What follows belongs to an exercise in optimizing a design on an open flow for small area and a short achievable clock period; a production flow would make more cautious choices. In this exercise RTL edits were held to simulation tests only and were not proved equivalent to the original.

==> 02-12 <==
## fsm_multiplier
module fsm_multiplier (
    input wire clk,
    input wire k0,
    input wire k1,
    input wire [9:0] switches,
    output wire [6:0] disp0,
    output wire [6:0] disp1,
    output wire [6:0] disp2,
    output wire [6:0] disp3,
    output reg [9:0] leds
);
==> module dd_cell, before the edit <==
module dd_cell (input logic b, input logic m0, input logic m1, input logic m2, output logic n0, output logic n1, output logic n2, output logic c);
    logic w_new_n10, w_new_n12, w_new_n15, w_new_n9;
    g_o21a_1 u0 (.A1(m0), .B1(m2), .A2(b), .X(w_new_n9));
    g_nand2_1 u1 (.A(m0), .B(b), .Y(w_new_n10));
    g_o21ai_0 u2 (.A1(w_new_n10), .A2(m1), .B1(w_new_n9), .Y(n0));
    g_nor2_1 u3 (.A(m0), .B(b), .Y(w_new_n12));
    g_xnor2_1 u4 (.A(w_new_n12), .B(m2), .Y(n1));
    g_o21ai_0 u5 (.A1(m1), .A2(b), .B1(w_new_n10), .Y(n2));
    g_nor2_1 u6 (.A(m2), .B(b), .Y(w_new_n15));
    g_nor2_1 u7 (.A(w_new_n15), .B(m1), .Y(c));
endmodule
==> module dd_cell_nc, before the edit <==
module dd_cell_nc (input logic b, input logic m0, input logic m1, input logic m2, output logic n0, output logic n1, output logic n2);
    logic w_new_n11, w_new_n8, w_new_n9;
    g_o21a_1 u0 (.A1(m0), .B1(m2), .A2(b), .X(w_new_n8));
    g_nand2_1 u1 (.A(m0), .B(b), .Y(w_new_n9));
    g_o21ai_0 u2 (.A1(w_new_n9), .A2(m1), .B1(w_new_n8), .Y(n0));
    g_nor2_1 u3 (.A(m0), .B(b), .Y(w_new_n11));
    g_xnor2_1 u4 (.A(w_new_n11), .B(m2), .Y(n1));
    g_o21ai_0 u5 (.A1(m1), .A2(b), .B1(w_new_n9), .Y(n2));
endmodule
==> flow/config.mk <==
export PLATFORM = sky130hd
export DESIGN_NAME = fsm_multiplier
export DESIGN_NICKNAME = fsm_multiplier
export VERILOG_FILES = /design/flow/design.v
export SDC_FILE = /design/flow/constraint.sdc
export NUM_CORES = 4
export LEC_CHECK = 0
export CAP_MARGIN = 20
export CORE_MARGIN = 2
export CORE_UTILIZATION = 65
export SLEW_MARGIN = 20
export SYNTH_HIERARCHICAL = 1
==> flow/constraint.sdc <==
create_clock -name core_clock -period 22.0 [get_ports {clk}]
set_input_delay 4.4000 -clock core_clock [delete_from_list [all_inputs] [get_ports {clk}]]
set_output_delay 4.4000 -clock core_clock [all_outputs]
set_load 0.01 [all_outputs]
standard.sh (not shown) runs the stock make flow with config.mk's settings and CLKGATE_MAP_FILE= SYNTH_SCRIPT=/design/flow/synth_recipe.tcl, a recipe that flattens the netlist after the stock synthesis.
==> flow/flow/run.sh <==
#!/bin/bash
set -euo pipefail
export BUFFER_PORTS_ARGS="-buffer_cell sky130_fd_sc_hd__buf_2"
export SETUP_SLACK_MARGIN=10
bash standard.sh > standard.log 2>&1
==> inputs of 08-27, as changes to 02-12 <==
--- a/flow/design.v
+++ b/flow/design.v
@@ -1,22 +1,24 @@
 module dd_cell (input logic b, input logic m0, input logic m1, input logic m2, output logic n0, output logic n1, output logic n2, output logic c);
-    logic w_new_n10, w_new_n12, w_new_n15, w_new_n9;
-    g_o21a_1 u0 (.A1(m0), .B1(m2), .A2(b), .X(w_new_n9));
-    g_nand2_1 u1 (.A(m0), .B(b), .Y(w_new_n10));
-    g_o21ai_0 u2 (.A1(w_new_n10), .A2(m1), .B1(w_new_n9), .Y(n0));
-    g_nor2_1 u3 (.A(m0), .B(b), .Y(w_new_n12));
-    g_xnor2_1 u4 (.A(w_new_n12), .B(m2), .Y(n1));
-    g_o21ai_0 u5 (.A1(m1), .A2(b), .B1(w_new_n10), .Y(n2));
-    g_nor2_1 u6 (.A(m2), .B(b), .Y(w_new_n15));
-    g_nor2_1 u7 (.A(w_new_n15), .B(m1), .Y(c));
+    logic w_new_n10, w_new_n11, w_new_n12, w_new_n14, w_new_n9;
+    g_inv_1 u0 (.A(m2), .Y(w_new_n9));
+    g_nor2_1 u1 (.A(m0), .B(b), .Y(w_new_n10));
+    g_nor2_1 u2 (.A(w_new_n10), .B(w_new_n9), .Y(w_new_n11));
+    g_nand2_1 u3 (.A(m0), .B(b), .Y(w_new_n12));
+    g_o21ai_0 u4 (.A1(w_new_n12), .A2(m1), .B1(w_new_n11), .Y(n0));
+    g_and2_0 u5 (.A(w_new_n10), .B(w_new_n9), .X(w_new_n14));
+    g_nor2_1 u6 (.A(w_new_n14), .B(w_new_n11), .Y(n1));
+    g_o21ai_0 u7 (.A1(m1), .A2(b), .B1(w_new_n12), .Y(n2));
+    g_nor2_1 u8 (.A(w_new_n14), .B(m1), .Y(c));
 endmodule
 module dd_cell_nc (input logic b, input logic m0, input logic m1, input logic m2, output logic n0, output logic n1, output logic n2);
-    logic w_new_n11, w_new_n8, w_new_n9;
-    g_o21a_1 u0 (.A1(m0), .B1(m2), .A2(b), .X(w_new_n8));
-    g_nand2_1 u1 (.A(m0), .B(b), .Y(w_new_n9));
-    g_o21ai_0 u2 (.A1(w_new_n9), .A2(m1), .B1(w_new_n8), .Y(n0));
-    g_nor2_1 u3 (.A(m0), .B(b), .Y(w_new_n11));
-    g_xnor2_1 u4 (.A(w_new_n11), .B(m2), .Y(n1));
-    g_o21ai_0 u5 (.A1(m1), .A2(b), .B1(w_new_n9), .Y(n2));
+    logic w_new_n10, w_new_n11, w_new_n8, w_new_n9;
+    g_inv_1 u0 (.A(m2), .Y(w_new_n8));
+    g_nor2_1 u1 (.A(m0), .B(b), .Y(w_new_n9));
+    g_nor2_1 u2 (.A(w_new_n9), .B(w_new_n8), .Y(w_new_n10));
+    g_nand2_1 u3 (.A(m0), .B(b), .Y(w_new_n11));
+    g_o21ai_0 u4 (.A1(w_new_n11), .A2(m1), .B1(w_new_n10), .Y(n0));
+    g_xor2_1 u5 (.A(w_new_n9), .B(w_new_n8), .X(n1));
+    g_o21ai_0 u6 (.A1(m1), .A2(b), .B1(w_new_n11), .Y(n2));
 endmodule
 module dd_first_en (input logic x0, input logic x1, input logic x2, input logic en, output logic n0, output logic n1, output logic n2, output logic c);
     logic w_new_n10, w_new_n12, w_new_n14, w_new_n9;
@@ -384,8 +386,11 @@
     g_nand2_1 u11 (.A(w_new_n22), .B(w_new_n19), .Y(s5));
     g_o21ai_0 u12 (.A1(m2), .A2(w_new_n18), .B1(w_new_n19), .Y(s6));
 endmodule
-module g_o21a_1 (input logic A1, input logic A2, input logic B1, output logic X);
-    assign X = (A1&B1) | (A2&B1);
+module g_inv_1 (input logic A, output logic Y);
+    assign Y = (~A);
+endmodule
+module g_nor2_1 (input logic A, input logic B, output logic Y);
+    assign Y = (~A&~B);
 endmodule
 module g_nand2_1 (input logic A, input logic B, output logic Y);
     assign Y = (~A) | (~B);
@@ -393,27 +398,24 @@
 module g_o21ai_0 (input logic A1, input logic A2, input logic B1, output logic Y);
     assign Y = (~A1&~A2) | (~B1);
 endmodule
-module g_nor2_1 (input logic A, input logic B, output logic Y);
-    assign Y = (~A&~B);
+module g_and2_0 (input logic A, input logic B, output logic X);
+    assign X = (A&B);
+endmodule
+module g_xor2_1 (input logic A, input logic B, output logic X);
+    assign X = (A&~B) | (~A&B);
 endmodule
 module g_xnor2_1 (input logic A, input logic B, output logic Y);
     assign Y = (~A&~B) | (A&B);
 endmodule
-module g_inv_1 (input logic A, output logic Y);
-    assign Y = (~A);
-endmodule
-module g_and2_0 (input logic A, input logic B, output logic X);
-    assign X = (A&B);
-endmodule
 module g_nand2b_1 (input logic A_N, input logic B, input logic A, input logic C, output logic Y);
     assign Y = (A_N) | (~B);
 endmodule
-module g_xor2_1 (input logic A, input logic B, output logic X);
-    assign X = (A&~B) | (~A&B);
-endmodule
 module g_o211a_1 (input logic A1, input logic A2, input logic B1, input logic C1, output logic X);
     assign X = (A1&B1&C1) | (A2&B1&C1);
 endmodule
+module g_o21a_1 (input logic A1, input logic A2, input logic B1, output logic X);
+    assign X = (A1&B1) | (A2&B1);
+endmodule
 module g_and3_1 (input logic A, input logic B, input logic C, output logic X);
     assign X = (A&B&C);
 endmodule
==> flow/flow/run.sh (replaced) <==
#!/bin/bash
set -euo pipefail
export BUFFER_PORTS_ARGS="-buffer_cell sky130_fd_sc_hd__buf_2"
export SETUP_SLACK_MARGIN=9
bash standard.sh > standard.log 2>&1
==> out/results.ini <==
[placement]
pre_cts_ws_ns = 10.10

[drt]
wire_per_inst_microns = 14.4
vias = 4121
wl_met1_microns = 4510

[finish]
final-clk-cell-share_pct = 1.25
utilization_pct = 73.6
stdcell_area_sq_um = 5310

[outcome]
outcome = no timing/DRC/antenna violations

[worst_setup_path]
crit_family = compound AO/OA/AOI/OAI gates
path_cells = buf_2, nand2b_4, and2_1, nand2_1, a22o_1, o21a_1, o21ai_4, nand2_2, o21ai_4, o21a_1, o21ai_4, buf_4, o21a_1, o21ai_2, nand2_2, o21ai_4, nand2_1, o21ai_1, inv_1, nand3_1, o21ai_1, buf_2

[synthesis]
ys_seq_area_share_pct = 12.5
ys_top_cells_by_count = nor2_1, o21ai_1, fa_1
syn_area_sq_um = 4820
synth_nets = 699
synth_compound_area_share_pct = 16.2

[sta]
finalCritPeriodShare_pct = 53.6

[grt]
met3_usage_pct = 3.94
grt_usage_pct = 26.8

# the run above: 02-12

==> out/results.ini <==
[synthesis]
syn_area_sq_um = 4750
synth_nets = 729
ys_seq_area_share_pct = 12.6
ys_top_cells_by_count = nor2_1, o21ai_1, fa_1

[worst_hold_path]
hp-class = flop to flop

[grt]
grt_usage_pct = 27.1
met3_usage_pct = 3.69
grt_first_pass_wirelength_microns = 16900

[drt]
wl_met1_microns = 4320
wire_per_inst_microns = 13.4

[finish]
final-clk-cell-share_pct = 1.11
utilization_pct = 69.2

[worst_setup_path]
crit_family = simple AND/OR/NAND/NOR gates

[sta]
finalCritPeriodShare_pct = 55.3

[outcome]
outcome = no timing/DRC/antenna violations

# the run above: 08-27

-- separate check: timing with driven ports --
Ports are ideal in the flow. The routed layouts listed here were re-timed in OpenROAD.
Step 1: set_driving_cell puts a clkbuf_16 on clk and a buf_2 on each other input, an assumption about the parent block.
Step 2 times the ports against the registers' clock, not the clock port: input delays grow and output delays shrink by t, the midpoint of the rising clock arrivals with the driver on.
Slacks: ideal / step 1 / step 2; pairs: ideal / step 1.
| run | shift t [ns] | setup slack, ns | clock arrival spread, ns | cell pins on the clock port's net |
|---|---|---|---|---|
| 02-12 | 0.288 | 10.206 / 10.167 / 10.167 | 0.006 / 0.005 | 1 |
| 08-27 | 0.290 | 9.835 / 9.799 / 9.799 | 0.006 / 0.006 | 1 |
After both steps every run listed still meets setup and hold. The setup slack of 02-12, which loses most, moves by -0.039 ns with the drivers and by -0.039 ns with both steps.
